What follows belongs to an exercise in optimizing a design on an open flow for small area and a short achievable clock period; a production flow would make more cautious choices. Function was checked by simulation only, so behaviour that the tests miss may differ from the original. No activity file was given, so power comes from the tool's default toggle rates.

Setup of ember:
// pluto_spi_stepper
module pluto_spi_stepper(clk, SCK, MOSI, MISO, SSEL, nRESET, out_en, LED, dout, din, step, dir, quadA, quadB, quadZ, up, down);
parameter W=10;
parameter F=11;
parameter T=4;
parameter QW=14;
input clk;
input SCK, SSEL, MOSI, nRESET;
output MISO;
output LED;
input [12:0] din;
input quadA;
input quadB;
input quadZ;
output out_en;
output [13:0] dout;
output [2:0] step;
output [2:0] dir;
output up;
output down;
wire rst = ~nRESET;
reg [10:0] pc;
wire [10:0] pc_cy;
assign pc_cy[0] = 1'b1;
genvar k;
generate for (k = 1; k < 11; k = k + 1) begin : g_cy
    assign pc_cy[k] = &pc[k-1:0];
end endgenerate
always @(posedge clk) pc <= rst ? 11'd1 : pc ^ pc_cy;
reg stepcnt, cnt_top;
always @(posedge clk) begin
    stepcnt <= rst | (pc[5:0] == 6'd0);
    cnt_top <= ~rst & (pc == 11'd2047);
end
reg [2:0] SCKr;
always @(posedge clk) SCKr <= rst ? 3'b0 : {SCKr[1:0], SCK};
wire SCK_risingedge = (SCKr[2:1]==2'b01);
wire SCK_fallingedge = (SCKr[2:1]==2'b10);
reg [2:0] SSELr;
always @(posedge clk) SSELr <= rst ? 3'b0 : {SSELr[1:0], SSEL};
wire SSEL_active = ~SSELr[1];
wire SSEL_startmessage = (SSELr[2:1]==2'b10);
reg [2:0] bitcnt;
reg byte_received;
reg [4:0] spibytecnt;
reg [7:0] data_recvd;
reg [7:0] data_sent;
reg [7:0] data_outbuf;
always @(posedge clk) begin
	if(rst) begin
		bitcnt <= 0;
		byte_received <= 0;
		data_sent <= 0;
	end else begin
	if(SSEL_startmessage) begin
		bitcnt <= 3'b000;
	end
	if(SSEL_active) begin
		if(SCK_risingedge) begin
			bitcnt <= bitcnt + 3'b001;
			if(bitcnt==3'b000)
				data_sent <= data_outbuf;
		end
		else if(SCK_fallingedge) begin
			data_sent <= {data_sent[6:0], 1'b0};
		end
		byte_received <= SCK_risingedge && (bitcnt==3'b111);
	end
	end
end
wire sb_inc = SSEL_active & ~SCK_risingedge & SCK_fallingedge & (bitcnt == 3'b000);
wire [4:0] spibytecnt_n = rst ? 5'd0 : sb_inc ? spibytecnt + 5'd1 : SSEL_startmessage ? 5'd0 : spibytecnt;
reg sb_is7;
always @(posedge clk) begin
	spibytecnt <= spibytecnt_n;
	sb_is7 <= (spibytecnt_n == 5'd7);
end
always @(posedge clk)
	if(SSEL_active & SCK_risingedge)
		data_recvd <= {data_recvd[6:0], MOSI};
assign MISO = data_sent[7];
reg [7:0] data_inbuf;
reg [F:0] vel0, vel1, vel2;
reg [15:0] pwm0;
reg [13:0] real_dout;
reg [T-1:0] dirtime, steptime;
reg [1:0] tap;
reg Spolarity, Zpolarity;
  ...
Size: roughly 0.013 mm² of cells after synthesis.
Settings: LEC_CHECK=0, CAP_MARGIN=20, CORE_MARGIN=2, CORE_UTILIZATION=40, SLEW_MARGIN=20; clock period 8.0 ns.
standard.sh (not shown) runs the stock make flow with config.mk's settings and CLKGATE_MAP_FILE= SYNTH_SCRIPT=/design/flow/synth_recipe.tcl, a recipe that flattens the netlist after the stock synthesis.
==> flow/flow/run.sh <==
#!/bin/bash
# Own layout flow: the standard ORFS flow (synth_recipe.tcl, the same
# yosys passes and flip-flop mapping, so the registers keep the standard
# synthesis's names and cell types), with these changes:
#  - ABC maps the gates with an area-oriented script (flow/abc_area.script)
#    instead of ORFS's speed script, and yosys's full/half-adder extraction
#    (ADDER_MAP_FILE) is left out so that ABC maps the adders as well;
#  - the port buffers are buf_2 cells rather than the delay cells
#    buffer_ports picks by default;
#  - the clock tree clusters up to 22 sinks per leaf buffer.
# Clock period, SDC, floorplan rules, power grid and the rest are the standard flow's.
# Each tool's output goes to a log file in this folder.
set -euo pipefail
W=$PWD
MARGIN=5.3
# synthesis script: the standard flow's own, with abc given our script
{
  echo "proc abc {args} { set i [lsearch \$args -script]; if {\$i >= 0} { lset args [expr {\$i+1}] $W/flow/abc_area.script }; yosys abc {*}\$args }"
  cat synth_recipe.tcl
} > my_synth.tcl
make -C "$FLOW_HOME" DESIGN_CONFIG=$W/config.mk WORK_HOME=$W/orfs CLKGATE_MAP_FILE= ADDER_MAP_FILE= \
  SYNTH_SCRIPT=$W/my_synth.tcl CAP_MARGIN=20 CORE_MARGIN=2 CORE_UTILIZATION=55 SLEW_MARGIN=20 \
  SETUP_SLACK_MARGIN=$MARGIN TNS_END_PERCENT=10 CTS_CLUSTER_SIZE=22 CTS_CLUSTER_DIAMETER=100 \
  "BUFFER_PORTS_ARGS=-buffer_cell sky130_fd_sc_hd__buf_2" \
  finish > make_finish.log 2>&1
R=$W/orfs/results/$FLOW_PLATFORM/pluto_spi_stepper/base
: # left out here: write the final layout as DEF
==> flow/flow/abc_area.script <==
strash
&get -n
&fraig -x
&put
scorr
dc2
strash
&get -n
&dch -f
&nf -R 20
&put
topo
dnsize -c
Relative to ember, the following input files were edited for amber:
==> flow/flow/run.sh <==
#!/bin/bash
# Own layout flow: the standard ORFS flow (same synthesis script and
# register mapping), with
#  - an area-oriented ABC script for the gate mapping (flow/abc_area.script),
#  - plain buffers on the ports instead of the delay cells buffer_ports picks.
# Each tool's output goes to a log file in this folder.
set -euo pipefail
W=$PWD
MARGIN=5.2
# synthesis script: the standard flow's, with abc given our own script
{
  echo "proc abc {args} { set i [lsearch \$args -script]; if {\$i >= 0} { lset args [expr {\$i+1}] $W/flow/abc_area.script }; yosys abc {*}\$args }"
  cat synth_recipe.tcl
} > my_synth.tcl
make -C "$FLOW_HOME" DESIGN_CONFIG=$W/config.mk WORK_HOME=$W/orfs CLKGATE_MAP_FILE= \
  SYNTH_SCRIPT=$W/my_synth.tcl CAP_MARGIN=20 CORE_MARGIN=2 CORE_UTILIZATION=55 SLEW_MARGIN=20 \
  SETUP_SLACK_MARGIN=$MARGIN CTS_CLUSTER_SIZE=22 CTS_CLUSTER_DIAMETER=100 "BUFFER_PORTS_ARGS=-buffer_cell sky130_fd_sc_hd__buf_2" \
  finish > make_finish.log 2>&1
R=$W/orfs/results/$FLOW_PLATFORM/pluto_spi_stepper/base
: # left out here: write the final layout as DEF
### Flow results
- Compared with ember, in amber sum of net half-perimeters after detailed placement now sits higher, power now sits higher, clock power now sits higher.
- A standard cell with the maximum stage delay on the critical path of sky130_fd_sc_hd__nor2_1 is what ember shows, while sky130_fd_sc_hd__edfxtp_1 belongs to amber.
- vel0[1] as the critical path capture point was reported by ember, and dout[7] by amber.

-- port drivers added, routing unchanged --
Ports are ideal in the flow. The routed layouts listed here were re-timed in OpenROAD. Step 1 (the two cells are an assumption about what drives the block):
set clk [get_ports {clk}]
set_driving_cell -lib_cell sky130_fd_sc_hd__clkbuf_16 $clk
set_driving_cell -lib_cell sky130_fd_sc_hd__buf_2 [delete_from_list [all_inputs] $clk]
Step 2 moves the port delays by t, midway between the first and last clock arrival at a register: inputs arrive t later, outputs are due t later. That takes back most of the time a late clock gives input paths. Three values: no drivers, after step 1, after step 2; two values: the first two.
run	t, ns	setup slack, ns	hold slack, ns	worst setup path at the end	worst slew at a driven data input, ns
ember	0.544	5.270 / 5.264 / 4.721	0.441 / 0.441 / 0.441	input to register	0.06
amber	0.546	5.300 / 5.250 / 4.888	0.443 / 0.443 / 0.443	input to register	0.04
After both steps every run listed still meets setup and hold. For ember, which loses most, drivers alone change the setup slack by -0.006 ns; drivers and shift together by -0.549 ns.
